What follows belongs to an exercise in optimizing a design on an open flow for a short achievable clock period and few clock cycles; a production flow would make more cautious choices. Function was checked by simulation only, so behaviour that the tests miss may differ from the original. Power and IR drop assume default switching activity.

<file path="design/flow/config.mk">
export PLATFORM = sky130hd
export DESIGN_NAME = myCPU
export DESIGN_NICKNAME = myCPU
export VERILOG_FILES = /design/flow/design.v
export SDC_FILE = /design/flow/constraint.sdc
export NUM_CORES = 4
export LEC_CHECK = 0
export ABC_CLOCK_PERIOD_IN_PS = 3000
export CAP_MARGIN = 20
export CORE_MARGIN = 2
export CORE_UTILIZATION = 60
export PLACE_DENSITY = 0.75
export SETUP_SLACK_MARGIN = 5.0
export SLEW_MARGIN = 20
</file>
<file path="design/flow/constraint.sdc">
create_clock -name core_clock -period 8.5 [get_ports {cpu_clk}]
set_input_delay 1.7000 -clock core_clock [delete_from_list [all_inputs] [get_ports {cpu_clk}]]
set_output_delay 1.7000 -clock core_clock [all_outputs]
set_load 0.01 [all_outputs]
</file>
<file path="design/flow/design.v">
`timescale 1ns / 1ps
module ksadd #(parameter W = 32) (
  input  wire [W-1:0] a,
  input  wire [W-1:0] b,
  input  wire         ci,
  output wire [W-1:0] s,
  output wire [W-1:0] sn
);
  wire [W-1:0] p0 = a ^ b;
  wire [W-1:0] g0 = (a & b) | {{(W-1){1'b0}}, p0[0] & ci};
  wire [6*W-1:0] g, p;
  assign g[W-1:0] = g0;
  assign p[W-1:0] = p0;
  genvar l, i;
  generate
    for (l = 0; l < 5; l = l + 1) begin : lv
      for (i = 0; i < W; i = i + 1) begin : bt
        if (i >= (1 << l)) begin : m
          assign g[(l+1)*W+i] = g[l*W+i] | (p[l*W+i] & g[l*W+i-(1 << l)]);
          assign p[(l+1)*W+i] = p[l*W+i] & p[l*W+i-(1 << l)];
        end else begin : c
          assign g[(l+1)*W+i] = g[l*W+i];
          assign p[(l+1)*W+i] = p[l*W+i];
        end
      end
    end
  endgenerate
  wire [W-1:0] c = {g[5*W+W-2:5*W], ci};
  assign s  = p0 ^ c;
  assign sn = ~(p0 ^ c);
endmodule
module myCPU (
    input  wire         cpu_rst,
    input  wire         cpu_clk,
    output wire [13:0]  inst_addr,
    input  wire [31:0]  inst,
    output wire [31:0]  Bus_addr,
    input  wire [31:0]  Bus_rdata,
    output wire         Bus_wen,
    output wire [31:0]  Bus_wdata
);
localparam OP_R    = 7'b0110011;
localparam OP_I    = 7'b0010011;
localparam OP_LOAD = 7'b0000011;
localparam OP_S    = 7'b0100011;
localparam OP_B    = 7'b1100011;
localparam OP_LUI  = 7'b0110111;
localparam OP_JAL  = 7'b1101111;
localparam OP_JALR = 7'b1100111;
wire clk = cpu_clk;
wire rst = cpu_rst;
reg  [31:0] pc_f;
reg  [31:0] bv;
reg  [8:0]  btag [0:31];
reg  [13:0] btgt [0:31];
reg  [5:0]  bcnt  [0:31];
reg  [5:0]  btrip [0:31];
reg  [31:0] bconf, bexit;
reg         ID_valid;
reg  [31:0] ID_inst;
reg  [31:0] ID_pc;
reg  [31:0] ID_pc4;
reg         ID_pred, ID_pnt;
reg  [31:0] ID_pnext;
reg  [31:0] ID_tgtb, ID_tgtj, ID_jr1, ID_jr2;
reg         EX_valid;
reg  [31:0] EX_A, EX_Bx, EX_S;
reg         EX_sub, EX_arith;
reg         EX_sel_add, EX_sel_and, EX_sel_or, EX_sel_xor, EX_sel_sll, EX_sel_sr, EX_sel_link;
reg  [4:0]  EX_rd;
reg         EX_wen, EX_ld, EX_st, EX_br, EX_jal, EX_jalr, EX_back;
reg  [2:0]  EX_f3;
reg         EX_pnpc4;
reg  [31:0] EX_pnext, EX_chk, EX_tgt, EX_pc4, EX_pc;
reg         mis_r;
reg  [31:0] tgt_a, tgt_n;
reg         tgt_s;
reg  [13:0] pc_on;
reg  [31:0] MEM_res, MEM_sd;
reg         MEM_we, MEM_wen, MEM_ld, MEM_ctrl, MEM_taken, MEM_tagm, MEM_back, MEM_link;
reg  [4:0]  MEM_rd;
reg  [31:0] MEM_pc;
reg  [13:0] MEM_tgt;
reg  [31:0] WB_val;
reg         WB_wen;
reg  [4:0]  WB_rd;
reg  [31:0] rf [1:31];
wire [4:0]  bidx     = pc_f[6:2];
wire        btb_any  = bv[bidx] & (btag[bidx] == pc_f[15:7]);
wire        btb_hit  = btb_any & ~bexit[bidx];
wire [31:0] pc_f4    = pc_f + 32'd4;
wire [31:0] pred_nxt = btb_hit ? {pc_f[31:16], btgt[bidx], 2'b00} : pc_f4;
assign inst_addr = ~pc_on;
wire        fs = inst[31];
wire [31:0] f_imm_b = {{19{fs}}, fs, inst[7], inst[30:25], inst[11:8], 1'b0};
wire [31:0] f_imm_j = {{11{fs}}, fs, inst[19:12], inst[20], inst[30:21], 1'b0};
wire [31:0] f_tgtb, f_tgtj, f_unb, f_unj;
ksadd #(32) u_tgtb (.a(pc_f), .b(f_imm_b), .ci(1'b0), .s(f_tgtb), .sn(f_unb));
ksadd #(32) u_tgtj (.a(pc_f), .b(f_imm_j), .ci(1'b0), .s(f_tgtj), .sn(f_unj));
wire [31:0] f_imm_i = {{20{fs}}, inst[31:20]};
wire [31:0] f_jr1, f_jr2, f_unr1, f_unr2;
ksadd #(32) u_jr1 (.a(ID_pc4), .b(f_imm_i), .ci(1'b0), .s(f_jr1), .sn(f_unr1));
ksadd #(32) u_jr2 (.a(EX_pc4), .b(f_imm_i), .ci(1'b0), .s(f_jr2), .sn(f_unr2));
wire [6:0] op  = ID_inst[6:0];
wire [2:0] f3  = ID_inst[14:12];
wire [4:0] rd  = ID_inst[11:7];
wire [4:0] rs1 = ID_inst[19:15];
wire [4:0] rs2 = ID_inst[24:20];
wire is_r    = (op == OP_R);
wire is_i    = (op == OP_I);
wire is_ld   = (op == OP_LOAD);
wire is_st   = (op == OP_S);
wire is_br   = (op == OP_B);
wire is_lui  = (op == OP_LUI);
wire is_jal  = (op == OP_JAL);
wire is_jalr = (op == OP_JALR);
wire use1    = is_r | is_i | is_ld | is_st | is_br | is_jalr;
wire use2    = is_r | is_st | is_br;
wire wen     = (is_r | is_i | is_ld | is_lui | is_jal | is_jalr) & (rd != 5'd0);
wire use_imm = is_i | is_ld | is_st | is_lui | is_jalr;
wire s = ID_inst[31];
wire [31:0] imm_i = {{20{s}}, ID_inst[31:20]};
wire [31:0] imm_s = {{20{s}}, ID_inst[31:25], ID_inst[11:7]};
wire [31:0] imm_u = {ID_inst[31:12], 12'b0};
wire [31:0] imm   = is_lui ? imm_u : is_st ? imm_s : imm_i;
wire [31:0] id_tgt = is_jal ? ID_tgtj : ID_tgtb;
wire [31:0] id_chk, id_chkn;
ksadd #(32) u_chk (.a(ID_pnext), .b(~imm_i), .ci(1'b1), .s(id_chk), .sn(id_chkn));
wire sub_id = is_br | (is_r & (f3 == 3'b000) & ID_inst[30]);
wire [31:0] mem_fwd = MEM_ld ? Bus_rdata : MEM_res;
wire [31:0] tgt_r = tgt_s ? tgt_a : tgt_n;
wire m2       = ID_valid & (ID_pc == tgt_r);
wire m3       = (pc_f == tgt_r);
wire kill_id  = mis_r & ~m2;
wire redirect = mis_r & ~m2 & ~m3;
wire ID_live  = ID_valid & ~kill_id;
wire ex_wen_l = EX_wen & ~mis_r;
wire h1_ex  = ex_wen_l & (EX_rd  == rs1);
wire h2_ex  = ex_wen_l & (EX_rd  == rs2);
wire h1_mem = MEM_wen & (MEM_rd == rs1);
wire h2_mem = MEM_wen & (MEM_rd == rs2);
wire h1_wb  = WB_wen  & (WB_rd  == rs1);
wire h2_wb  = WB_wen  & (WB_rd  == rs2);
wire stall = ID_live & EX_ld & ((h1_ex & use1) | (h2_ex & use2));
wire [31:0] rf1 = (rs1 == 5'd0) ? 32'd0 : rf[rs1];
wire [31:0] rf2 = (rs2 == 5'd0) ? 32'd0 : rf[rs2];
wire lk_ex  = h1_ex & EX_sel_link;
wire lk_mem = ~h1_ex & h1_mem & MEM_link;
wire [31:0] lk_val = lk_ex ? EX_pc4 : MEM_res;
wire [31:0] jr_tgt = lk_ex ? ID_jr1 : ID_jr2;
wire jr_ok    = is_jalr & (lk_ex | lk_mem);
wire st_taken = is_jal | (is_br & s & ~ID_pnt) | jr_ok;
wire redir_id = ID_live & ~ID_pred & st_taken & ~stall;
wire [31:0] rd_tgt = is_jalr ? jr_tgt : id_tgt;
wire [31:0] sum, sumn;
ksadd #(32) u_alu (.a(EX_A), .b(EX_Bx), .ci(EX_sub), .s(sum), .sn(sumn));
wire        eq  = &(EX_A ^ EX_Bx);
wire        lt  = (EX_A[31] ~^ EX_Bx[31]) ? EX_A[31] : sum[31];
wire        cond = EX_f3[2] ? (lt ^ EX_f3[0]) : (eq ^ EX_f3[0]);
wire [31:0] sll = EX_A << EX_Bx[4:0];
wire [31:0] sr  = $signed({EX_arith & EX_A[31], EX_A}) >>> EX_Bx[4:0];
wire [31:0] ex_oth = ({32{EX_sel_and}}  & (EX_A & EX_Bx))
                   | ({32{EX_sel_or}}   & (EX_A | EX_Bx))
                   | ({32{EX_sel_xor}}  & (EX_A ^ EX_Bx))
                   | ({32{EX_sel_sll}}  & sll)
                   | ({32{EX_sel_sr}}   & sr)
                   | ({32{EX_sel_link}} & EX_pc4);
wire [31:0] ex_res = ({32{EX_sel_add}} & sum) | ex_oth;
wire eq_tgt = (EX_tgt == EX_pnext);
wire taken  = EX_jal | (EX_br & cond);
wire mis    = EX_valid & ~mis_r & (
                EX_jalr ? (EX_A != EX_chk) :
                taken   ? ~eq_tgt : ~EX_pnpc4);
wire s1_ex  = use1 & h1_ex;
wire s1_mem = use1 & ~h1_ex & h1_mem;
wire s1_wb  = use1 & ~h1_ex & ~h1_mem & h1_wb;
wire s1_rf  = use1 & ~h1_ex & ~h1_mem & ~h1_wb;
wire s2_ex  = h2_ex;
wire s2_mem = ~h2_ex & h2_mem;
wire s2_wb  = ~h2_ex & ~h2_mem & h2_wb;
wire s2_rf  = ~h2_ex & ~h2_mem & ~h2_wb;
wire [31:0] fwd1 = ({32{s1_ex & EX_sel_add}} & sum) | ({32{s1_ex}} & ex_oth)
                 | ({32{s1_mem}} & mem_fwd) | ({32{s1_wb}} & WB_val) | ({32{s1_rf}} & rf1);
wire [31:0] fwd2 = ({32{s2_ex & EX_sel_add}} & sum) | ({32{s2_ex}} & ex_oth)
                 | ({32{s2_mem}} & mem_fwd) | ({32{s2_wb}} & WB_val) | ({32{s2_rf}} & rf2);
wire [31:0] subv = {32{sub_id}};
wire [31:0] opb  = ({32{~use_imm & ~sub_id & s2_ex & EX_sel_add}} & sum)
                 | ({32{~use_imm &  sub_id & s2_ex & EX_sel_add}} & sumn)
                 | ({32{~use_imm & s2_ex & ~EX_sel_add}} & (ex_oth ^ subv))
                 | ({32{~use_imm & s2_mem}} & (mem_fwd ^ subv)) | ({32{~use_imm & s2_wb}} & (WB_val ^ subv))
                 | ({32{~use_imm & s2_rf}} & (rf2 ^ subv)) | ({32{use_imm}} & imm);
wire [31:0] pc_nxt = redirect ? tgt_r : stall ? pc_f : redir_id ? rd_tgt : pred_nxt;
always @(posedge clk or posedge rst) begin
  if (rst) begin
    pc_f     <= 32'd0;
    pc_on    <= 14'h3fff;
    ID_valid <= 1'b0;
    EX_valid <= 1'b0;
    EX_wen <= 1'b0; EX_ld <= 1'b0; EX_st <= 1'b0; EX_br <= 1'b0; EX_jal <= 1'b0; EX_jalr <= 1'b0; EX_back <= 1'b0;
    mis_r <= 1'b0;
    MEM_we <= 1'b0; MEM_wen <= 1'b0; MEM_ld <= 1'b0; MEM_ctrl <= 1'b0;
    WB_wen <= 1'b0;
  end else begin
    pc_f  <= pc_nxt;
    pc_on <= ~pc_nxt[15:2];
    if (redirect | redir_id) ID_valid <= 1'b0;
    else if (!stall)      ID_valid <= 1'b1;
    if (stall | ~ID_live) begin
      EX_valid <= 1'b0;
      EX_wen <= 1'b0; EX_ld <= 1'b0; EX_st <= 1'b0; EX_br <= 1'b0; EX_jal <= 1'b0; EX_jalr <= 1'b0; EX_back <= 1'b0;
    end else begin
      EX_valid <= 1'b1;
      EX_wen  <= wen;
      EX_ld   <= is_ld;
      EX_st   <= is_st;
      EX_br   <= is_br;
      EX_jal  <= is_jal;
      EX_jalr <= is_jalr;
      EX_back <= is_br & s;
    end
    mis_r <= mis;
    MEM_we   <= EX_st & ~mis_r;
    MEM_wen  <= EX_wen & ~mis_r;
    MEM_ld   <= EX_ld & ~mis_r;
    MEM_ctrl <= (EX_br | EX_jal | EX_jalr) & ~mis_r;
    WB_wen <= MEM_wen;
  end
end
always @(posedge clk or posedge rst) begin
  if (rst) bv <= 32'd0;
  else if (MEM_ctrl) begin
    if (MEM_taken)                bv[MEM_pc[6:2]] <= 1'b1;
    else if (MEM_tagm & ~MEM_back) bv[MEM_pc[6:2]] <= 1'b0;
  end
end
always @(posedge clk) begin
  if (MEM_ctrl & MEM_taken) begin
    btag[MEM_pc[6:2]] <= MEM_pc[15:7];
    btgt[MEM_pc[6:2]] <= MEM_tgt;
  end
  if (MEM_ctrl) begin
    if (MEM_taken) begin
      if (MEM_tagm) begin
        if (bcnt[MEM_pc[6:2]] != 6'd63) bcnt[MEM_pc[6:2]] <= bcnt[MEM_pc[6:2]] + 6'd1;
        bexit[MEM_pc[6:2]] <= bconf[MEM_pc[6:2]] & (bcnt[MEM_pc[6:2]] + 6'd1 == btrip[MEM_pc[6:2]]);
      end else begin
        bcnt[MEM_pc[6:2]]  <= 6'd1;
        bconf[MEM_pc[6:2]] <= 1'b0;
        bexit[MEM_pc[6:2]] <= 1'b0;
      end
    end else if (MEM_tagm & MEM_back) begin
      btrip[MEM_pc[6:2]] <= bcnt[MEM_pc[6:2]];
      bconf[MEM_pc[6:2]] <= (bcnt[MEM_pc[6:2]] != 6'd63);
      bcnt[MEM_pc[6:2]]  <= 6'd0;
      bexit[MEM_pc[6:2]] <= 1'b0;
    end
  end
  if (!stall) begin
    ID_inst  <= inst;
    ID_pc    <= pc_f;
    ID_pc4   <= pc_f4;
    ID_pred  <= btb_hit;
    ID_pnt   <= btb_any & ~btb_hit;
    ID_pnext <= pred_nxt;
    ID_tgtb  <= f_tgtb;
    ID_tgtj  <= f_tgtj;
    ID_jr1   <= f_jr1;
    ID_jr2   <= f_jr2;
  end
  EX_A       <= fwd1;
  EX_Bx      <= opb;
  EX_S       <= fwd2;
  EX_sub     <= sub_id;
  EX_arith   <= ID_inst[30];
  EX_sel_add <= ((is_r | is_i) & (f3 == 3'b000)) | is_ld | is_st | is_lui;
  EX_sel_and <= (is_r | is_i) & (f3 == 3'b111);
  EX_sel_or  <= (is_r | is_i) & (f3 == 3'b110);
  EX_sel_xor <= (is_r | is_i) & (f3 == 3'b100);
  EX_sel_sll <= (is_r | is_i) & (f3 == 3'b001);
  EX_sel_sr  <= (is_r | is_i) & (f3 == 3'b101);
  EX_sel_link <= is_jal | is_jalr;
  EX_rd      <= rd;
  EX_f3      <= f3;
  EX_pnext   <= redir_id ? rd_tgt : ID_pnext;
  EX_pnpc4   <= ~redir_id & (ID_pnext == ID_pc4);
  EX_chk     <= (redir_id & is_jalr) ? lk_val : id_chk;
  EX_tgt     <= id_tgt;
  EX_pc4     <= ID_pc4;
  EX_pc      <= ID_pc;
  tgt_a <= EX_jalr ? sum : EX_tgt;
  tgt_n <= EX_pc4;
  tgt_s <= EX_jalr | taken;
  MEM_res   <= ex_res;
  MEM_sd    <= EX_S;
  MEM_rd    <= EX_rd;
  MEM_taken <= taken | EX_jalr;
  MEM_tagm  <= bv[EX_pc[6:2]] & (btag[EX_pc[6:2]] == EX_pc[15:7]);
  MEM_back  <= EX_back;
  MEM_link  <= EX_sel_link;
  MEM_pc    <= EX_pc;
  MEM_tgt   <= EX_jalr ? sum[15:2] : EX_tgt[15:2];
  WB_val <= mem_fwd;
  WB_rd  <= MEM_rd;
  if (WB_wen) rf[WB_rd] <= WB_val;
end
assign Bus_addr  = MEM_res;
assign Bus_wdata = MEM_sd;
assign Bus_wen   = MEM_we;
endmodule
</file>
<file path="design/flow/run.sh">
#!/bin/bash
# synth_recipe.tcl (not shown) runs the flow's synth.tcl, then flattens the netlist and writes it again
# the make line also repeats each setting of config.mk as NAME=value (left out here)
make -C /OpenROAD-flow-scripts/flow DESIGN_CONFIG=/design/flow/config.mk WORK_HOME=/design/flow/orfs CLKGATE_MAP_FILE= SYNTH_SCRIPT=/design/flow/synth_recipe.tcl finish
</file>
==> flow_metrics.tcl, run 1 <==
set metrics [dict create \
    cts.reportedPaths.clkPinSlew_ns 0.06 \
    ys_types 95 \
    grt_pass1_vias 94400 \
    timing.final.crit_share_pct 46.9 \
    dp.cells 12000 \
    stdcell_area_um2 167000 \
    synthCells 9149 \
    cts_buffers 324 \
    nets 9998 \
    startpoint_type "flop" \
    min_from "EX_S[23]$_DFF_P_" \
    finalSetupTns_ns 0 \
    powerDensity_nw_per_um2 303 \
    gr-usage-met2_pct 66.6 \
    dr_total_vias 98100 \
    crit_type "reg2reg" \
    die_h_um 488 \
    gr-total-overflow 0 \
    slew_violations 0 \
    fp.dieW_um 488 \
    ys_seq_area_share_pct 60.1 \
    worstPathMaxFanout 7 \
    postRouteAntennaNets 0 \
    cts_tree "built" \
    synth_edf_count 2430 \
    cp_slowest_cell "mux4_2" \
    hold_path_class "reg2reg" \
    area_growth_syn_to_layout_pct 19.0 \
    crit_path_cell_trace "buf_6 -> buf_12 -> mux4_2 -> a22oi_2 -> nand4_1 -> buf_12 -> ha_4 -> xor2_2 -> nor3_2 -> nand4_1 -> or3_4 -> or3_4 -> buf_12 -> o21ai_2" \
    yosys_warnings 1 \
    crit_path_max_incr_delay_ns 0.52 \
    regToRegSetupSlack_ns 4.51 \
    status "complete, no violations" \
    dieArea_um2 238000 \
    synth-seq-cells 2976 \
    holdPathEnd "MEM_sd[23]$_DFF_P_" \
    hold-worst-slack_ns 0.326 \
    dp_hpwl_um 319000 \
    fin_cells 13000 \
    portBuffers 144 \
    relSlewSlack_pct 20.7 \
    clock_path_buffers 4 \
    htreeDepth 5 \
    grt_first_pass_wirelength_um 734000 \
    place.gp.congestion 1.05 \
    insertion_delay_ns 1.00 \
    cp-end-kind "flop" \
    synthFlopType "edfxtp_1" \
    tightestPinTransition_ns 1.19 \
    finalHoldViolCount 0 \
    finalCriticalPeriod_ns 3.99 \
    p_leak_nw 58.5 \
    syn_area_per_cell_um2 15.3 \
    ir_drop_mv 0.447 \
    drt-total-wl_um 539000 \
    fillers 14300 \
    gr-usage-all-layers_pct 44.5 \
    avgRoutedWirePerCell_um 41.4 \
    startpoint "MEM_pc[2]$_DFF_P_" \
    met1_usage_pct 57.5 \
    start_util_pct 60.4 \
    worst-r2r-cell-count 14 \
    cts-root-buf "clkbuf_16" \
    syn-num-nets 9433 \
    drive_gt1_share_pct 32.5 \
    rows 177 \
    viasPerCell 7.54 \
    post_synth_instance_area_um2 140000 \
    detail_route.iter0.violations 16500 \
    fmax_mhz 251 \
    drc_errors 0 \
    clock_sinks 2976 \
    grt_use_met3_pct 11.4 \
    core_um2 233000 \
    postCtsHoldBufs 0 \
    grt-busiest-layer "met2" \
    firstDrtPassIters 9 \
    ioPinCount 145 \
    timing.rr.end "bexit[14]$_DFFE_PP_" \
    clock_skew_ns 0.104 \
    finalSetupViolations 0 \
    max_cap_viol_count 0 \
    grt_start_max_net_pins 89 \
    worst_ep_required_time_ns 9.30 \
    holdPathStages 0 \
    worst_path_most_repeated_cell "buf_12" \
    grt_setup_unrepaired "yes" \
    antenna_found_initial 35 \
    worstPathArrival_ns 4.79 \
    synthArstFlopShare_pct 3.13 \
    dpl_cell_area_um2 146000 \
    power.total_mw 50.5 \
    rr_startpoint "MEM_pc[2]$_DFF_P_" \
]
per-stage QoR:
stage / util (%) / worst slack, ns
2_1_floorplan: - / 4.39
6_report: 71.8 / 4.51
3_5_place_dp: 63.0 / 2.84
5_1_grt: 71.8 / 4.51
3_3_place_gp: 63.0 / 3.00
4_1_cts: 70.6 / 4.72
cells by family after synthesis:
group                      Yosys count  synth area share, %
xor gates and xnor gates           425                 2.66
and+or+nand+nor                   1697                 5.52
DFF                               2976                 60.1
AOI/OAI and AO/OA                 1525                 7.14
muxes                             1494                 20.2
buffers and inverters              814                 2.38
adders and majority gates          218                 1.99
placed cells by master, fill, tap and decap left out, types with 85 or more instances in the layout:
cell / count
edfxtp_1: 2430
mux4_2: 1059
nand2_1: 560
buf_4: 449
nor2_1: 399
clkbuf_16: 346
dfxtp_1: 336
a21oi_1: 327
o21ai_0: 264
xnor2_1: 244
mux2i_1: 237
inv_1: 177
xor2_1: 157
ha_1: 144
nor2_4: 118
a21o_1: 115
mux2_2: 109
nand3_1: 87
a22oi_1: 85
layer usage:
| metal | part of all wire, % | vias up | wire length, um |
|---|---|---|---|
| met5 | 0.048 | - | 256 |
| li1 | - | 37500 | - |
| met4 | 9.0 | 18 | 48200 |
| met3 | 14 | 2155 | 73100 |
| met1 | 33 | 49300 | 177000 |
| met2 | 45 | 9154 | 240000 |
flip-flops by register name, indices dropped and copies added, names as in the netlist, 192 cells and up, named ones only:
name   count
bcnt     192
btag     288
btrip    192
btgt     448
rf       992
cells in the mapped netlist, types with 37 or more instances:
master | count | area (um2)
o21ai_0 | 345 | 1730
dfrtp_1 | 79 | 1980
and2_1 | 38 | 238
mux2i_1 | 326 | 3260
mux4_2 | 1059 | 23900
ha_1 | 210 | 2630
buf_1 | 120 | 450
a21o_1 | 117 | 878
inv_1 | 200 | 751
a21oi_1 | 376 | 1880
nand3_1 | 93 | 465
xor2_1 | 165 | 1450
nand4_1 | 43 | 269
mux2_2 | 109 | 1230
and3_1 | 50 | 313
nor3_1 | 80 | 400
o22ai_1 | 47 | 294
edfxtp_1 | 2430 | 73000
nand2b_1 | 65 | 407
xnor2_1 | 259 | 2270
nor2_1 | 532 | 2000
nand2_1 | 575 | 2160
a22oi_1 | 107 | 803
a211oi_1 | 37 | 278
buf_2 | 66 | 330
o211ai_1 | 73 | 548
nor4_1 | 57 | 357
or3_1 | 38 | 238
clkbuf_1 | 381 | 1430
o221ai_1 | 37 | 324
nor2b_1 | 47 | 294
a221oi_1 | 49 | 429
dfxtp_1 | 453 | 9070
report_power, final:
part           leakage, nW  internal, mW  switching [mW]  total (mW)
Combinational         26.1          7.01            9.20        16.2
Sequential            27.4          18.4            1.93        20.3
Clock                 5.01          8.04            5.96        14.0
Total                 58.5          33.5            17.1        50.5
how the worst max path moves through the flow:
stage	endpoint	depth (start not counted)	slack, ns
detailed placement	pc_f[23]$_DFFE_PP0P_	12	2.84
global route	bexit[10]$_DFFE_PP_	14	4.51
finish	bexit[14]$_DFFE_PP_	14	4.51
floorplan	ID_jr2[30]$_DFFE_PN_	13	4.39
global placement	pc_f[23]$_DFFE_PP0P_	12	3.00
CTS	bexit[5]$_DFFE_PP_	13	4.72
what timing repair did:
action,CTS,global route
gates resized for setup,932,377
cloned,57,15
setup buffers,258,119
setup endpoints to repair,1877,773
pin swaps,130,157
worst max-delay path: cells and delay by family, from the launching register on:
kind | cells | cell delay (ns)
AOI/OAI and AO/OA | 2 | 0.25
muxes | 1 | 0.52
DFF | 1 | 0.47
xor gates and xnor gates | 1 | 0.19
buffers and inverters | 4 | 0.71
and+or+nand+nor | 5 | 1.41
adders and majority gates | 1 | 0.25
final cells by class:
class / instances / area, um2 / share of cell area [%]
antenna: 20 / 50.0 / 0.0300
clock buffer: 413 / 8840 / 5.29
clock inverter: 151 / 1420 / 0.851
inverter: 209 / 838 / 0.502
multi-input combinational: 5366 / 57500 / 34.4
sequential: 2976 / 84700 / 50.7
tap: 3043 / 3810 / 2.28
timing repair buffer: 835 / 9810 / 5.87
timing repair inverter: 2 / 17.5 / 0.0105
Testbench counts, summed over its fixed seeds: cycles 211,957.
==> run 2: changes to the inputs <==
--- a/design/flow/config.mk
+++ b/design/flow/config.mk
@@ -8,7 +8,6 @@
 export ABC_CLOCK_PERIOD_IN_PS = 3000
 export CAP_MARGIN = 20
 export CORE_MARGIN = 2
-export CORE_UTILIZATION = 60
-export PLACE_DENSITY = 0.75
+export CORE_UTILIZATION = 40
 export SETUP_SLACK_MARGIN = 5.0
 export SLEW_MARGIN = 20
==> flow_metrics.tcl, run 2 <==
set metrics [dict create \
    status "complete, no violations" \
    syn-num-nets 9433 \
    cts_buffers 320 \
    postRouteAntennaNets 0 \
    core_um2 349000 \
    finalSetupTns_ns 0 \
    top_register "rf" \
    pwr-share-clk_pct 28.7 \
    grt_setup_unrepaired "yes" \
    drc_errors 0 \
    ys_types 95 \
    crit_path_max_incr_delay_ns 0.52 \
    fp.dieW_um 596 \
    dp.cells 13500 \
    layout_commonest_cell "edfxtp_1" \
    avgRoutedWirePerCell_um 35.4 \
    power.total_mw 50.0 \
    p_int_mw 33.3 \
    insertion_delay_ns 0.93 \
    yosys_warnings 1 \
    synth_top_cell_area_share_pct 52.0 \
    tightestPinTransition_ns 1.13 \
    dp_hpwl_um 315000 \
    viasPerCell 6.43 \
    area_growth_syn_to_layout_pct 20.4 \
    ioPinCount 145 \
    synth_top_area_cell "edfxtp_1" \
    htreeDepth 5 \
    synth_compound_area_share_pct 7.14 \
    timing.final.crit_share_pct 45.2 \
    powerDensity_nw_per_um2 296 \
    yosys.area_share.xor_xnor_pct 2.66 \
    combPwrFrac_pct 30.8 \
    gr-usage-all-layers_pct 28.0 \
    firstDrtPassIters 9 \
    portBuffers 144 \
    fmax_mhz 261 \
    antenna_found_initial 44 \
    drt-total-wl_um 515000 \
    synthArstFlopShare_pct 3.13 \
    finalHoldViolCount 0 \
    worstPathArrival_ns 4.56 \
    nets 9970 \
    mostFrequentLayoutCells "2430 x edfxtp_1, 1059 x mux4_2, 551 x nand2_1" \
    finalCriticalPeriod_ns 3.84 \
    synth_top_family_by_area "multiplexers" \
    synth_common_cells "2430 x edfxtp_1, 1059 x mux4_2, 575 x nand2_1, 532 x nor2_1, 453 x dfxtp_1" \
    clock_sinks 2976 \
    synth-seq-cells 2976 \
    cp_slowest_cell "mux4_2" \
    start_util_pct 40.2 \
    switchingPower_mw 16.7 \
    post_synth_instance_area_um2 140000 \
    detail_route.iter0.violations 14300 \
    worstPathMaxFanout 18 \
    cp-end-kind "flop" \
    grt_first_pass_wirelength_um 705000 \
    muxShareOfSynthArea_pct 20.2 \
    place.gp.congestion 1.01 \
    grt_start_max_net_pins 89 \
    fin_cells 14600 \
    power_frac_seq_pct 40.6 \
    worst_ep_required_time_ns 9.22 \
    rows 217 \
    synthCells 9149 \
    cts.reportedPaths.clkPinSlew_ns 0.06 \
    synthSimpleGateAreaFrac_pct 5.52 \
    grt_pass1_vias 90400 \
    synthAdderAreaFrac_pct 1.99 \
    synthFlopType "edfxtp_1" \
    relSlewSlack_pct 23.5 \
    cts_tree "built" \
    drive_gt1_share_pct 32.4 \
    utilization_pct 48.4 \
    crit_path_cell_trace "buf_12 -> buf_16 -> mux4_2 -> a22oi_1 -> nand4_1 -> buf_12 -> buf_4 -> nand3_1 -> xor2_2 -> xnor2_1 -> or3_4 -> or3_4 -> o31ai_2" \
    largest_reg_flops 992 \
    hold_path_class "reg2reg" \
    clock_skew_ns 0.0471 \
    cts-root-buf "clkbuf_16" \
    netSwitchingFraction_pct 33.4 \
    die_h_um 596 \
    yosysMostFrequentCell "edfxtp_1" \
    crit_type "reg2reg" \
    dr_total_vias 93700 \
    dieArea_um2 356000 \
    hold-worst-slack_ns 0.325 \
    p_leak_nw 58.3 \
    finalSetupViolations 0 \
    startpoint_type "flop" \
    gr-total-overflow 0 \
    synthTopCellsByArea "edfxtp_1 52%, mux4_2 17%, dfxtp_1 6.5%" \
    ys_seq_area_share_pct 60.1 \
    clock_path_buffers 4 \
    ir_drop_mv 0.328 \
    postCtsHoldBufs 0 \
    slew_violations 0 \
    synth_edf_count 2430 \
    syn_area_per_cell_um2 15.3 \
    max_cap_viol_count 0 \
]
[run 2: cell counts after synthesis]
No cell type changed its count.
[run 2: layout make-up]
cell class | instances | area [um2]
sequential | 2976 | 84700
timing repair buffer | 814 | 9480
inverter | 209 | 852
tap | 4599 | 5750
clock buffer | 413 | 8740
antenna | 19 | 47.5
multi-input combinational | 5362 | 57500
timing repair inverter | 3 | 25.0
fill | 29100 | 180000
clock inverter | 171 | 1910
[run 2: worst paths after layout]
kind | from | end | slack [ns] | cells after the start
hold / removal | EX_S[8]$_DFF_P_ | MEM_sd[8]$_DFF_P_ | 0.32 | 0
min in group asynchronous | cpu_rst | MEM_ctrl$_DFF_PP0_ | 1.14 | 2
max in group asynchronous | cpu_rst | pc_f[4]$_DFF_PP0_ | 6.03 | 3
setup / recovery | MEM_pc[2]$_DFF_P_ | bexit[3]$_DFFE_PP_ | 4.66 | 13
setup reg to reg | MEM_pc[2]$_DFF_P_ | bexit[3]$_DFFE_PP_ | 4.66 | 13
hold reg to reg | EX_S[8]$_DFF_P_ | MEM_sd[8]$_DFF_P_ | 0.32 | 0
[run 2: layer usage]
metal  vias to the layer above  share of wire [%]  wire length (um)  global-route usage [%]
met3                      1302                 11             55100                    5.80
met1                     48700                 38            197000                    37.8
met5                         -              0.015                79                       0
met4                        12                6.3             32400                    14.8
li1                      37500                  -                 -                       -
met2                      6187                 45            231000                    42.6
[run 2: power groups by stage]
stage	combinational (mW)	clock, mW	sequential [mW]
after global routing	16.1	15.0	20.3
after floorplan	8.42	0	19.4
after CTS	14.3	14.5	20.2
after global placement	12.0	0	20.6
after detailed placement	12.1	0	20.7
final	15.4	14.3	20.3
[run 2: critical path: cells and delay by family, from the launching register on]
| family | cells | cell delay (ns) |
|---|---|---|
| buffers and inverters | 4 | 0.68 |
| AOI/OAI and AO/OA | 2 | 0.44 |
| and+or+nand+nor | 4 | 1.21 |
| DFF | 1 | 0.44 |
| xor gates and xnor gates | 2 | 0.31 |
| muxes | 1 | 0.52 |
[run 2: logic make-up after synthesis]
group	after synthesis
DFF	2976
and+or+nand+nor	1697
AOI/OAI and AO/OA	1525
muxes	1494
buffers and inverters	814
xor gates and xnor gates	425
adders and majority gates	218
[run 2: stage by stage]
step	setup WS [ns]	cell area, um2
after detailed placement	2.79	148000
after global routing	4.52	169000
after CTS	4.58	166000
after floorplan	4.39	141000
after global placement	2.83	148000
final	4.66	169000
[run 2: what timing repair did]
| item | 4_1_cts | 5_1_grt |
|---|---|---|
| pin swaps | 137 | 159 |
| buffers inserted | 221 | 132 |
| gates resized for setup | 1011 | 374 |
| cloned | 51 | 22 |
| endpoints found under the setup margin | 1251 | 724 |
==> run 3: changes to the inputs <==
--- a/design/flow/design.v
+++ b/design/flow/design.v
@@ -65,6 +65,7 @@
 reg  [31:0] ID_tgtb, ID_tgtj, ID_jr1, ID_jr2;
 reg         EX_valid;
 reg  [31:0] EX_A, EX_Bx, EX_S;
+reg         EX_sfwd;
 reg         EX_sub, EX_arith;
 reg         EX_sel_add, EX_sel_and, EX_sel_or, EX_sel_xor, EX_sel_sll, EX_sel_sr, EX_sel_link;
 reg  [4:0]  EX_rd;
@@ -81,6 +82,8 @@
 reg  [4:0]  MEM_rd;
 reg  [31:0] MEM_pc;
 reg  [13:0] MEM_tgt;
+reg  [5:0]  MEM_cnt1, MEM_cnt0;
+reg         MEM_ext, MEM_cnf;
 reg  [31:0] WB_val;
 reg         WB_wen;
 reg  [4:0]  WB_rd;
@@ -89,7 +92,6 @@
 wire        btb_any  = bv[bidx] & (btag[bidx] == pc_f[15:7]);
 wire        btb_hit  = btb_any & ~bexit[bidx];
 wire [31:0] pc_f4    = pc_f + 32'd4;
-wire [31:0] pred_nxt = btb_hit ? {pc_f[31:16], btgt[bidx], 2'b00} : pc_f4;
 assign inst_addr = ~pc_on;
 wire        fs = inst[31];
 wire [31:0] f_imm_b = {{19{fs}}, fs, inst[7], inst[30:25], inst[11:8], 1'b0};
@@ -101,6 +103,15 @@
 wire [31:0] f_jr1, f_jr2, f_unr1, f_unr2;
 ksadd #(32) u_jr1 (.a(ID_pc4), .b(f_imm_i), .ci(1'b0), .s(f_jr1), .sn(f_unr1));
 ksadd #(32) u_jr2 (.a(EX_pc4), .b(f_imm_i), .ci(1'b0), .s(f_jr2), .sn(f_unr2));
+wire        f_jal = (inst[6:0] == 7'b1101111);
+wire        f_bwd = (inst[6:0] == 7'b1100011) & fs;
+wire        f_st  = (f_jal | f_bwd) & ~btb_any;
+wire [13:0] f_fb, f_fj, f_fbn, f_fjn;
+ksadd #(14) u_fb (.a(pc_f[15:2]), .b(f_imm_b[15:2]), .ci(1'b0), .s(f_fb), .sn(f_fbn));
+ksadd #(14) u_fj (.a(pc_f[15:2]), .b(f_imm_j[15:2]), .ci(1'b0), .s(f_fj), .sn(f_fjn));
+wire [13:0] f_fast = f_jal ? f_fj : f_fb;
+wire [31:0] pred_nxt = btb_hit ? {pc_f[31:16], btgt[bidx], 2'b00} :
+                       f_st    ? {pc_f[31:16], f_fast, 2'b00} : pc_f4;
 wire [6:0] op  = ID_inst[6:0];
 wire [2:0] f3  = ID_inst[14:12];
 wire [4:0] rd  = ID_inst[11:7];
@@ -149,7 +160,7 @@
 wire [31:0] lk_val = lk_ex ? EX_pc4 : MEM_res;
 wire [31:0] jr_tgt = lk_ex ? ID_jr1 : ID_jr2;
 wire jr_ok    = is_jalr & (lk_ex | lk_mem);
-wire st_taken = is_jal | (is_br & s & ~ID_pnt) | jr_ok;
+wire st_taken = jr_ok;
 wire redir_id = ID_live & ~ID_pred & st_taken & ~stall;
 wire [31:0] rd_tgt = is_jalr ? jr_tgt : id_tgt;
 wire [31:0] sum, sumn;
@@ -168,9 +179,13 @@
 wire [31:0] ex_res = ({32{EX_sel_add}} & sum) | ex_oth;
 wire eq_tgt = (EX_tgt == EX_pnext);
 wire taken  = EX_jal | (EX_br & cond);
-wire mis    = EX_valid & ~mis_r & (
-                EX_jalr ? (EX_A != EX_chk) :
-                taken   ? ~eq_tgt : ~EX_pnpc4);
+wire mT     = ~eq_tgt;
+wire mN     = ~EX_pnpc4;
+wire x1     = EX_f3[0] ? mN : mT;
+wire x0     = EX_f3[0] ? mT : mN;
+wire cc     = EX_f3[2] ? lt : eq;
+wire mis_o  = EX_jalr ? (EX_A != EX_chk) : EX_jal ? mT : mN;
+wire mis    = EX_valid & ~mis_r & (EX_br ? (cc ? x1 : x0) : mis_o);
 wire s1_ex  = use1 & h1_ex;
 wire s1_mem = use1 & ~h1_ex & h1_mem;
 wire s1_wb  = use1 & ~h1_ex & ~h1_mem & h1_wb;
@@ -181,8 +196,7 @@
 wire s2_rf  = ~h2_ex & ~h2_mem & ~h2_wb;
 wire [31:0] fwd1 = ({32{s1_ex & EX_sel_add}} & sum) | ({32{s1_ex}} & ex_oth)
                  | ({32{s1_mem}} & mem_fwd) | ({32{s1_wb}} & WB_val) | ({32{s1_rf}} & rf1);
-wire [31:0] fwd2 = ({32{s2_ex & EX_sel_add}} & sum) | ({32{s2_ex}} & ex_oth)
-                 | ({32{s2_mem}} & mem_fwd) | ({32{s2_wb}} & WB_val) | ({32{s2_rf}} & rf2);
+wire [31:0] fwd2 = ({32{s2_mem}} & mem_fwd) | ({32{s2_wb}} & WB_val) | ({32{s2_rf}} & rf2);
 wire [31:0] subv = {32{sub_id}};
 wire [31:0] opb  = ({32{~use_imm & ~sub_id & s2_ex & EX_sel_add}} & sum)
                  | ({32{~use_imm &  sub_id & s2_ex & EX_sel_add}} & sumn)
@@ -241,16 +255,16 @@
   if (MEM_ctrl) begin
     if (MEM_taken) begin
       if (MEM_tagm) begin
-        if (bcnt[MEM_pc[6:2]] != 6'd63) bcnt[MEM_pc[6:2]] <= bcnt[MEM_pc[6:2]] + 6'd1;
-        bexit[MEM_pc[6:2]] <= bconf[MEM_pc[6:2]] & (bcnt[MEM_pc[6:2]] + 6'd1 == btrip[MEM_pc[6:2]]);
+        bcnt[MEM_pc[6:2]]  <= MEM_cnt1;
+        bexit[MEM_pc[6:2]] <= MEM_ext;
       end else begin
         bcnt[MEM_pc[6:2]]  <= 6'd1;
         bconf[MEM_pc[6:2]] <= 1'b0;
         bexit[MEM_pc[6:2]] <= 1'b0;
       end
     end else if (MEM_tagm & MEM_back) begin
-      btrip[MEM_pc[6:2]] <= bcnt[MEM_pc[6:2]];
-      bconf[MEM_pc[6:2]] <= (bcnt[MEM_pc[6:2]] != 6'd63);
+      btrip[MEM_pc[6:2]] <= MEM_cnt0;
+      bconf[MEM_pc[6:2]] <= MEM_cnf;
       bcnt[MEM_pc[6:2]]  <= 6'd0;
       bexit[MEM_pc[6:2]] <= 1'b0;
     end
@@ -259,7 +273,7 @@
     ID_inst  <= inst;
     ID_pc    <= pc_f;
     ID_pc4   <= pc_f4;
-    ID_pred  <= btb_hit;
+    ID_pred  <= btb_hit | f_st;
     ID_pnt   <= btb_any & ~btb_hit;
     ID_pnext <= pred_nxt;
     ID_tgtb  <= f_tgtb;
@@ -270,6 +284,7 @@
   EX_A       <= fwd1;
   EX_Bx      <= opb;
   EX_S       <= fwd2;
+  EX_sfwd    <= s2_ex;
   EX_sub     <= sub_id;
   EX_arith   <= ID_inst[30];
   EX_sel_add <= ((is_r | is_i) & (f3 == 3'b000)) | is_ld | is_st | is_lui;
@@ -291,11 +306,15 @@
   tgt_n <= EX_pc4;
   tgt_s <= EX_jalr | taken;
   MEM_res   <= ex_res;
-  MEM_sd    <= EX_S;
+  MEM_sd    <= EX_sfwd ? MEM_res : EX_S;
   MEM_rd    <= EX_rd;
   MEM_taken <= taken | EX_jalr;
   MEM_tagm  <= bv[EX_pc[6:2]] & (btag[EX_pc[6:2]] == EX_pc[15:7]);
   MEM_back  <= EX_back;
+  MEM_cnt0  <= bcnt[EX_pc[6:2]];
+  MEM_cnt1  <= (bcnt[EX_pc[6:2]] == 6'd63) ? 6'd63 : bcnt[EX_pc[6:2]] + 6'd1;
+  MEM_ext   <= bconf[EX_pc[6:2]] & (bcnt[EX_pc[6:2]] + 6'd1 == btrip[EX_pc[6:2]]);
+  MEM_cnf   <= (bcnt[EX_pc[6:2]] != 6'd63);
   MEM_link  <= EX_sel_link;
   MEM_pc    <= EX_pc;
   MEM_tgt   <= EX_jalr ? sum[15:2] : EX_tgt[15:2];
==> flow_metrics.tcl, run 3 <==
set metrics [dict create \
    status "complete, no violations" \
    min_from "EX_back$_DFF_PP0_" \
    nets 10100 \
    dr_total_vias 94300 \
    dpl_cell_area_um2 150000 \
    drt-total-wl_um 510000 \
    viasPerCell 6.37 \
    synth_top_cell_area_share_pct 51.5 \
    cts.reportedPaths.clkPinSlew_ns 0.06 \
    fillers 29600 \
    start_util_pct 40.2 \
    cts_buffers 327 \
    post_synth_instance_area_um2 142000 \
    gr-usage-all-layers_pct 27.6 \
    synth_top_family_by_area "multiplexers" \
    detail_route.iter0.violations 13100 \
    crit_type "reg2reg" \
    timing.rr.end "pc_f[2]$_DFF_PP0_" \
    syn_area_per_cell_um2 15.3 \
    ir_drop_mv 0.223 \
    portBuffers 144 \
    fmax_mhz 248 \
    worstPathArrival_ns 4.83 \
    cts_tree "built" \
    regToRegSetupSlack_ns 4.47 \
    synth_edf_count 2429 \
    timing.final.ws_setup_ns 4.47 \
    timing.final.crit_share_pct 47.4 \
    place_ws_ns 2.75 \
    avgRoutedWirePerCell_um 34.4 \
    antenna_found_initial 51 \
    synth_top_area_cell "edfxtp_1" \
    grt_setup_unrepaired "yes" \
    finalSetupTns_ns 0 \
    synthCells 9234 \
    die_h_um 599 \
    firstDrtPassIters 9 \
    area_growth_syn_to_layout_pct 20.5 \
    utilization_pct 48.4 \
    tightestPinTransition_ns 1.38 \
    synthFlopType "edfxtp_1" \
    gr-total-overflow 0 \
    startpoint_type "flop" \
    largest_reg_flops 992 \
    worstPathMaxFanout 8 \
    dieArea_um2 359000 \
    worst-r2r-cell-count 13 \
    finalHoldViolCount 0 \
    p_leak_nw 58.8 \
    synthTopCellsByArea "edfxtp_1 52%, mux4_2 17%, dfxtp_1 6.6%" \
    ys_types 97 \
    clock_skew_ns 0.0510 \
    synth_compound_area_share_pct 7.04 \
    syn-num-nets 9519 \
    rr_startpoint "pc_f[2]$_DFF_PP0_" \
    dp_hpwl_um 319000 \
    synth-seq-cells 2990 \
    yosysMostFrequentCell "edfxtp_1" \
    clock_path_buffers 4 \
    ys_seq_area_share_pct 59.8 \
    grt_start_max_net_pins 100 \
    synthSimpleGateAreaFrac_pct 5.56 \
    relSlewSlack_pct 7.01 \
    drive_gt1_share_pct 32.2 \
    finalSetupViolations 0 \
    cts-root-buf "clkbuf_16" \
    rows 218 \
    powerDensity_nw_per_um2 298 \
    yosys.area_share.xor_xnor_pct 2.61 \
    startpoint "pc_f[2]$_DFF_PP0_" \
    htreeDepth 5 \
    top_register "rf" \
    endpoint "pc_f[2]$_DFF_PP0_" \
    muxShareOfSynthArea_pct 20.7 \
    insertion_delay_ns 0.94 \
    slew_violations 0 \
    core_um2 352000 \
    grt_first_pass_wirelength_um 703000 \
    hold_path_class "reg2reg" \
    place.gp.congestion 1.00 \
    finalCriticalPeriod_ns 4.03 \
    yosys_warnings 1 \
    mostFrequentLayoutCells "2429 x edfxtp_1, 1081 x mux4_2, 538 x nand2_1" \
    stdcell_area_um2 171000 \
    synthArstFlopShare_pct 3.11 \
    worst_ep_required_time_ns 9.30 \
    synthAdderAreaFrac_pct 1.99 \
    grt_pass1_vias 91400 \
    cp-end-kind "flop" \
    ioPinCount 145 \
    drc_errors 0 \
    postRouteAntennaNets 0 \
    synth_common_cells "2429 x edfxtp_1, 1081 x mux4_2, 564 x nand2_1, 553 x nor2_1, 468 x dfxtp_1" \
    layout_commonest_cell "edfxtp_1" \
    clock_sinks 2990 \
    fp.dieW_um 599 \
    max_cap_viol_count 0 \
]
[run 3: logic make-up after synthesis]
| kind of cell | Yosys count |
|---|---|
| and+or+nand+nor | 1725 |
| AOI/OAI and AO/OA | 1504 |
| DFF | 2990 |
| muxes | 1552 |
| adders and majority gates | 219 |
| xor gates and xnor gates | 422 |
| buffers and inverters | 822 |
[run 3: how the worst min path moves through the flow]
| stage | endpoint | slack, ns | cells past startpoint |
|---|---|---|---|
| after CTS | MEM_back$_DFF_P_ | 0.36 | 0 |
| after detailed placement | MEM_back$_DFF_P_ | 0.34 | 0 |
| after global placement | MEM_back$_DFF_P_ | 0.34 | 0 |
| after global routing | MEM_back$_DFF_P_ | 0.37 | 0 |
| after floorplan | MEM_back$_DFF_P_ | 0.32 | 0 |
| final | MEM_back$_DFF_P_ | 0.36 | 0 |
[run 3: metal layers]
layer  vias up  GRT usage [%]  routed length (um)
met1     49100           37.5              196000
met4        22           13.0               27900
met2      6053           41.9              228000
li1      37900              -                   -
met3      1238           6.46               57700
met5         -              0                 132
[run 3: area by class of cell]
class	instances	area (um2)	share of cell area [%]
tap	4730	5920	3.47
inverter	210	887	0.520
antenna	35	87.6	0.0514
timing repair buffer	813	9570	5.61
sequential	2990	85000	49.8
timing repair inverter	3	33.8	0.0198
clock buffer	424	8970	5.26
multi-input combinational	5429	58300	34.2
clock inverter	178	1810	1.06
[run 3: through the flow]
stage | instances | hold WS, ns | power [mW]
after global placement | 13700 | 0.341 | 33.5
after CTS | 14600 | 0.358 | 49.6
after detailed placement | 13700 | 0.342 | 33.6
after floorplan | 9234 | 0.324 | 28.4
final | 14800 | 0.356 | 50.7
after global routing | 14800 | 0.366 | 52.2
[run 3: critical path: stages, from the launching register on]
cell and delay (ns):
dfrtp_4 0.50, buf_12 0.17, buf_8 0.14, buf_12 0.12, mux4_2 0.43, a22oi_2 0.32, nand4_1 0.19, xor2_1 0.19
or3_4 0.38, or4b_4 0.59, and2_4 0.27, buf_6 0.16, a211oi_4 0.28, o21ai_2 0.13
[run 3: what timing repair did]
| action | 4_1_cts | 5_1_grt |
|---|---|---|
| hold buffers | 0 | 0 |
| gates cloned | 48 | 20 |
| setup buffers | 220 | 145 |
| setup endpoints to repair | 1239 | 334 |
| pin swaps | 145 | 167 |
| gates resized for setup | 866 | 394 |
[run 3: power breakdown]
group / switching [mW] / internal, mW / total, mW
Combinational: 9.23 / 7.13 / 16.4
Sequential: 1.89 / 18.1 / 20.0
Clock: 6.09 / 8.34 / 14.4
Testbench counts of run 3, summed over its fixed seeds: cycles 207,390.
==> run 4: changes to the inputs <==
--- a/design/flow/design.v
+++ b/design/flow/design.v
@@ -83,14 +83,23 @@
 reg  [31:0] MEM_pc;
 reg  [13:0] MEM_tgt;
 reg  [5:0]  MEM_cnt1, MEM_cnt0;
+reg  [5:0]  EX_bcnt, EX_btrip;
+reg         EX_bconf;
 reg         MEM_ext, MEM_cnf;
 reg  [31:0] WB_val;
 reg         WB_wen;
 reg  [4:0]  WB_rd;
 reg  [31:0] rf [1:31];
 wire [4:0]  bidx     = pc_f[6:2];
-wire        btb_any  = bv[bidx] & (btag[bidx] == pc_f[15:7]);
-wire        btb_hit  = btb_any & ~bexit[bidx];
+wire [31:0] bm;
+genvar bi;
+generate
+  for (bi = 0; bi < 32; bi = bi + 1) begin : btbm
+    assign bm[bi] = bv[bi] & (btag[bi] == pc_f[15:7]);
+  end
+endgenerate
+wire        btb_any  = bm[bidx];
+wire        btb_ex   = bexit[bidx];
 wire [31:0] pc_f4    = pc_f + 32'd4;
 assign inst_addr = ~pc_on;
 wire        fs = inst[31];
@@ -105,13 +114,14 @@
 ksadd #(32) u_jr2 (.a(EX_pc4), .b(f_imm_i), .ci(1'b0), .s(f_jr2), .sn(f_unr2));
 wire        f_jal = (inst[6:0] == 7'b1101111);
 wire        f_bwd = (inst[6:0] == 7'b1100011) & fs;
-wire        f_st  = (f_jal | f_bwd) & ~btb_any;
+wire        f_jf  = f_jal | f_bwd;
 wire [13:0] f_fb, f_fj, f_fbn, f_fjn;
 ksadd #(14) u_fb (.a(pc_f[15:2]), .b(f_imm_b[15:2]), .ci(1'b0), .s(f_fb), .sn(f_fbn));
 ksadd #(14) u_fj (.a(pc_f[15:2]), .b(f_imm_j[15:2]), .ci(1'b0), .s(f_fj), .sn(f_fjn));
 wire [13:0] f_fast = f_jal ? f_fj : f_fb;
-wire [31:0] pred_nxt = btb_hit ? {pc_f[31:16], btgt[bidx], 2'b00} :
-                       f_st    ? {pc_f[31:16], f_fast, 2'b00} : pc_f4;
+wire [13:0] pred_lo  = btb_any ? (btb_ex ? pc_f4[15:2] : btgt[bidx]) :
+                                 (f_jf ? f_fast : pc_f4[15:2]);
+wire [31:0] pred_nxt = {pc_f4[31:16], pred_lo, pc_f4[1:0]};
 wire [6:0] op  = ID_inst[6:0];
 wire [2:0] f3  = ID_inst[14:12];
 wire [4:0] rd  = ID_inst[11:7];
@@ -140,8 +150,8 @@
 wire sub_id = is_br | (is_r & (f3 == 3'b000) & ID_inst[30]);
 wire [31:0] mem_fwd = MEM_ld ? Bus_rdata : MEM_res;
 wire [31:0] tgt_r = tgt_s ? tgt_a : tgt_n;
-wire m2       = ID_valid & (ID_pc == tgt_r);
-wire m3       = (pc_f == tgt_r);
+wire m2       = ID_valid & (tgt_s ? (ID_pc == tgt_a) : (ID_pc == tgt_n));
+wire m3       = tgt_s ? (pc_f == tgt_a) : (pc_f == tgt_n);
 wire kill_id  = mis_r & ~m2;
 wire redirect = mis_r & ~m2 & ~m3;
 wire ID_live  = ID_valid & ~kill_id;
@@ -161,7 +171,8 @@
 wire [31:0] jr_tgt = lk_ex ? ID_jr1 : ID_jr2;
 wire jr_ok    = is_jalr & (lk_ex | lk_mem);
 wire st_taken = jr_ok;
-wire redir_id = ID_live & ~ID_pred & st_taken & ~stall;
+wire id_rd    = ~ID_pred & st_taken;
+wire redir_id = ID_live & id_rd & ~stall;
 wire [31:0] rd_tgt = is_jalr ? jr_tgt : id_tgt;
 wire [31:0] sum, sumn;
 ksadd #(32) u_alu (.a(EX_A), .b(EX_Bx), .ci(EX_sub), .s(sum), .sn(sumn));
@@ -273,8 +284,8 @@
     ID_inst  <= inst;
     ID_pc    <= pc_f;
     ID_pc4   <= pc_f4;
-    ID_pred  <= btb_hit | f_st;
-    ID_pnt   <= btb_any & ~btb_hit;
+    ID_pred  <= btb_any ? ~btb_ex : f_jf;
+    ID_pnt   <= btb_any & btb_ex;
     ID_pnext <= pred_nxt;
     ID_tgtb  <= f_tgtb;
     ID_tgtj  <= f_tgtj;
@@ -296,12 +307,15 @@
   EX_sel_link <= is_jal | is_jalr;
   EX_rd      <= rd;
   EX_f3      <= f3;
-  EX_pnext   <= redir_id ? rd_tgt : ID_pnext;
-  EX_pnpc4   <= ~redir_id & (ID_pnext == ID_pc4);
-  EX_chk     <= (redir_id & is_jalr) ? lk_val : id_chk;
+  EX_pnext   <= id_rd ? rd_tgt : ID_pnext;
+  EX_pnpc4   <= ~id_rd & (ID_pnext == ID_pc4);
+  EX_chk     <= (id_rd & is_jalr) ? lk_val : id_chk;
   EX_tgt     <= id_tgt;
   EX_pc4     <= ID_pc4;
   EX_pc      <= ID_pc;
+  EX_bcnt    <= bcnt[ID_pc[6:2]];
+  EX_btrip   <= btrip[ID_pc[6:2]];
+  EX_bconf   <= bconf[ID_pc[6:2]];
   tgt_a <= EX_jalr ? sum : EX_tgt;
   tgt_n <= EX_pc4;
   tgt_s <= EX_jalr | taken;
@@ -311,10 +325,10 @@
   MEM_taken <= taken | EX_jalr;
   MEM_tagm  <= bv[EX_pc[6:2]] & (btag[EX_pc[6:2]] == EX_pc[15:7]);
   MEM_back  <= EX_back;
-  MEM_cnt0  <= bcnt[EX_pc[6:2]];
-  MEM_cnt1  <= (bcnt[EX_pc[6:2]] == 6'd63) ? 6'd63 : bcnt[EX_pc[6:2]] + 6'd1;
-  MEM_ext   <= bconf[EX_pc[6:2]] & (bcnt[EX_pc[6:2]] + 6'd1 == btrip[EX_pc[6:2]]);
-  MEM_cnf   <= (bcnt[EX_pc[6:2]] != 6'd63);
+  MEM_cnt0  <= EX_bcnt;
+  MEM_cnt1  <= (EX_bcnt == 6'd63) ? 6'd63 : EX_bcnt + 6'd1;
+  MEM_ext   <= EX_bconf & (EX_bcnt + 6'd1 == EX_btrip);
+  MEM_cnf   <= (EX_bcnt != 6'd63);
   MEM_link  <= EX_sel_link;
   MEM_pc    <= EX_pc;
   MEM_tgt   <= EX_jalr ? sum[15:2] : EX_tgt[15:2];
==> flow_metrics.tcl, run 4 <==
set metrics [dict create \
    cp_slowest_cell "fa_2" \
    htreeDepth 5 \
    yosys_warnings 1 \
    antenna_found_initial 37 \
    clock_skew_ns 0.119 \
    cp-end-kind "flop" \
    yosys.area_share.xor_xnor_pct 4.30 \
    ir_drop_mv 0.224 \
    largest_reg_flops 992 \
    cts.reportedPaths.clkPinSlew_ns 0.06 \
    synth_common_cells "2411 x edfxtp_1, 1024 x mux4_2, 595 x nand2_1, 507 x nor2_1, 483 x xnor2_1" \
    synthSimpleGateAreaFrac_pct 5.75 \
    grt_start_max_net_pins 105 \
    gr-usage-all-layers_pct 27.9 \
    min_from "EX_pc[14]$_DFF_P_" \
    p_leak_nw 57.3 \
    grt_pass1_vias 91400 \
    slew_violations 0 \
    firstDrtPassIters 9 \
    syn-num-nets 9722 \
    finalCriticalPeriod_ns 3.89 \
    crit_path_cell_trace "buf_12 -> buf_4 -> ha_1 -> a211oi_4 -> o21bai_2 -> a21oi_4 -> o221ai_4 -> a21oi_4 -> o41ai_4 -> a22oi_2 -> o21ai_4 -> a31oi_4 -> o21ai_2 -> fa_2 -> nor2_1 -> a21oi_1 -> o221ai_1 -> a21oi_2 -> o221ai_1" \
    holdPathEnd "MEM_pc[14]$_DFF_P_" \
    syn_area_per_cell_um2 15.0 \
    critPathBufInv 2 \
    layout_commonest_cell "edfxtp_1" \
    synth_edf_count 2411 \
    timing.final.crit_share_pct 45.8 \
    dp_hpwl_um 324000 \
    muxShareOfSynthArea_pct 19.0 \
    drt-total-wl_um 512000 \
    die_h_um 599 \
    post_synth_instance_area_um2 142000 \
    finalSetupViolations 0 \
    cpLargestDelayFamily "compound AO/OA/AOI/OAI gates" \
    drc_errors 0 \
    grt_setup_unrepaired "yes" \
    synthTopCellsByArea "edfxtp_1 51%, mux4_2 16%, dfxtp_1 6.8%" \
    startpoint_type "flop" \
    top_register "rf" \
    regToRegSetupSlack_ns 4.61 \
    core_um2 353000 \
    nets 10200 \
    crit_path_max_incr_delay_ns 0.62 \
    relSlewSlack_pct 16.7 \
    multiInputGateArea_um2 57300 \
    synthAdderAreaFrac_pct 1.98 \
    holdPathStages 0 \
    worstPathMaxFanout 3 \
    hold-worst-slack_ns 0.340 \
    start_util_pct 40.2 \
    clock_path_buffers 4 \
    crit_type "reg2reg" \
    avgRoutedWirePerCell_um 34.2 \
    synthCells 9437 \
    drive_gt1_share_pct 29.1 \
    synth-seq-cells 2985 \
    dr_total_vias 92900 \
    synth_compound_area_share_pct 6.92 \
    timing.rr.end "EX_Bx[31]$_DFF_P_" \
    rr_startpoint "EX_A[1]$_DFF_P_" \
    synth_top_family_by_area "multiplexers" \
    synth_top_cell_area_share_pct 51.0 \
    synth_top_area_cell "edfxtp_1" \
    area_growth_syn_to_layout_pct 18.3 \
    cts_tree "built" \
    cts_buffers 327 \
    postCtsHoldBufs 0 \
    portBuffers 144 \
    register_area_um2 84700 \
    dp.cells 14000 \
    finalHoldViolCount 0 \
    worst_ep_required_time_ns 9.32 \
    insertion_delay_ns 0.98 \
    fillers 29900 \
    fin_cells 14900 \
    ys_types 102 \
    hold_path_class "reg2reg" \
    synthFlopType "edfxtp_1" \
    fp.dieW_um 599 \
    place.gp.congestion 1.00 \
    postRouteAntennaNets 0 \
    cts-root-buf "clkbuf_16" \
    mostFrequentLayoutCells "2411 x edfxtp_1, 1024 x mux4_2, 579 x nand2_1" \
    tightestPinTransition_ns 1.25 \
    finalSetupTns_ns 0 \
    viasPerCell 6.22 \
    fmax_mhz 257 \
    worstPathArrival_ns 4.71 \
    yosysMostFrequentCell "edfxtp_1" \
    status "complete, no violations" \
    detail_route.iter0.violations 11900 \
    ys_seq_area_share_pct 59.5 \
    gr-total-overflow 0 \
    synthArstFlopShare_pct 3.12 \
    powerDensity_nw_per_um2 299 \
    grt_first_pass_wirelength_um 709000 \
    dieArea_um2 359000 \
    rows 218 \
    ioPinCount 145 \
    max_cap_viol_count 0 \
    worst-r2r-cell-count 19 \
    clock_sinks 2985 \
]
[run 4: cell count changes in the layout (fill, tap and decap cells not counted), sizes merged, moves of 43 or more]
cell   previous run  this run
xnor2           250       483
mux2i           336       248
nor3             91       174
mux4           1081      1024
nand4            53       102
nor2            553       510
[run 4: power by group]
part,total [mW],internal (mW),switching (mW)
combinational,15.7,6.85,8.84
clock,14.3,8.22,6.04
sequential,20.2,18.1,2.10
total,50.2,33.2,17.0
[run 4: area by class of cell]
| class | instances | share of cell area, % |
|---|---|---|
| Antenna cell | 23 | 0.0343 |
| Inverter | 220 | 0.540 |
| Tap cell | 4730 | 3.53 |
| Clock buffer | 433 | 5.31 |
| Timing Repair Buffer | 791 | 4.95 |
| Multi-Input combinational cell | 5608 | 34.2 |
| Timing Repair inverter | 1 | 0.00448 |
| Sequential cell | 2985 | 50.5 |
| Clock inverter | 157 | 0.974 |
[run 4: worst max path at each step]
stage	endpoint	depth (start not counted)	start
floorplan	ID_inst[0]$_DFFE_PN_	8	MEM_taken$_DFF_P_
finish	EX_Bx[31]$_DFF_P_	19	EX_A[1]$_DFF_P_
CTS	mis_r$_DFF_PP0_	16	EX_A[21]$_DFF_P_
detailed placement	ID_tgtb[29]$_DFFE_PN_	14	inst[8]
global route	mis_r$_DFF_PP0_	19	EX_A[16]$_DFF_P_
global placement	ID_tgtb[29]$_DFFE_PN_	14	inst[8]
[run 4: worst reg2reg max path: stages (launching register included)]
cell and delay, ns:
dfxtp_2 0.33, buf_12 0.13, buf_4 0.16, ha_1 0.25
a211oi_4 0.19, o21bai_2 0.12, a21oi_4 0.20, o221ai_4 0.18
a21oi_4 0.22, o41ai_4 0.09, a22oi_2 0.28, o21ai_4 0.10
a31oi_4 0.18, o21ai_2 0.08, fa_2 0.62, nor2_1 0.07
a21oi_1 0.12, o221ai_1 0.14, a21oi_2 0.16, o221ai_1 0.11
[run 4: what timing repair did]
action	in CTS	in global routing
gates resized for setup	726	248
gates cloned	20	9
setup endpoints to repair	1033	327
pin swaps	117	130
endpoints found under the hold margin	0	0
buffers inserted	245	104
[run 4: per-layer routing]
layer,share of wire [%],track usage (%)
met1,39,37.0
met2,46,43.4
met3,9.4,5.65
met4,6.0,14.5
met5,0.0076,0
[run 4: stage by stage]
step           util [%]  power, mW  area (um2)  setup slack, ns
2_1_floorplan         -       28.6      143000             4.11
3_3_place_gp       42.5       33.6      150000             2.52
3_5_place_dp       42.5       33.8      150000             2.59
4_1_cts            46.9       49.5      165000             4.50
5_1_grt            47.6       51.8      168000             4.55
6_report           47.6       50.2      168000             4.61
[run 4: logic make-up after synthesis]
group / after synthesis
AOI/OAI and AO/OA: 1505
muxes: 1397
DFF: 2985
xor gates and xnor gates: 695
buffers and inverters: 846
adders and majority gates: 219
and+or+nand+nor: 1790
Testbench counts of run 4, summed over its fixed seeds: cycles 207,390.

[what the ideal ports hide]
How much do the figures lean on ideal ports? The routed layouts below were timed once more, with nothing changed but the port constraints.
Step 1: set_driving_cell puts a clkbuf_16 on cpu_clk and a buf_2 on each other input, an assumption about the parent block.
Step 2 adds t to the input delays and takes it off the output delays; t is the mean of the earliest and latest rising clock arrival at the registers after step 1. Input paths then give back, and output paths get back, about the clock's delay inside the block.
Three values: ideal ports, drivers, drivers and shift; two values: the first two.
run | t, ns | setup slack, ns | hold WS [ns] | worst setup path after step 2 | clock arrival spread, ns
run 1 | 1.042 | 4.513 / 4.513 / 3.993 | 0.326 / 0.326 / 0.326 | input to register | 0.107 / 0.106
run 2 | 1.014 | 4.662 / 4.662 / 3.696 | 0.325 / 0.325 / 0.325 | input to register | 0.053 / 0.053
run 3 | 1.042 | 4.472 / 4.472 / 3.744 | 0.356 / 0.356 / 0.356 | input to register | 0.052 / 0.052
run 4 | 1.025 | 4.608 / 4.608 / 3.774 | 0.340 / 0.340 / 0.340 | input to register | 0.119 / 0.120
After both steps every run listed still meets setup and hold. For run 2, which loses most, drivers alone change the setup slack by 0.000 ns; drivers and shift together by -0.966 ns.
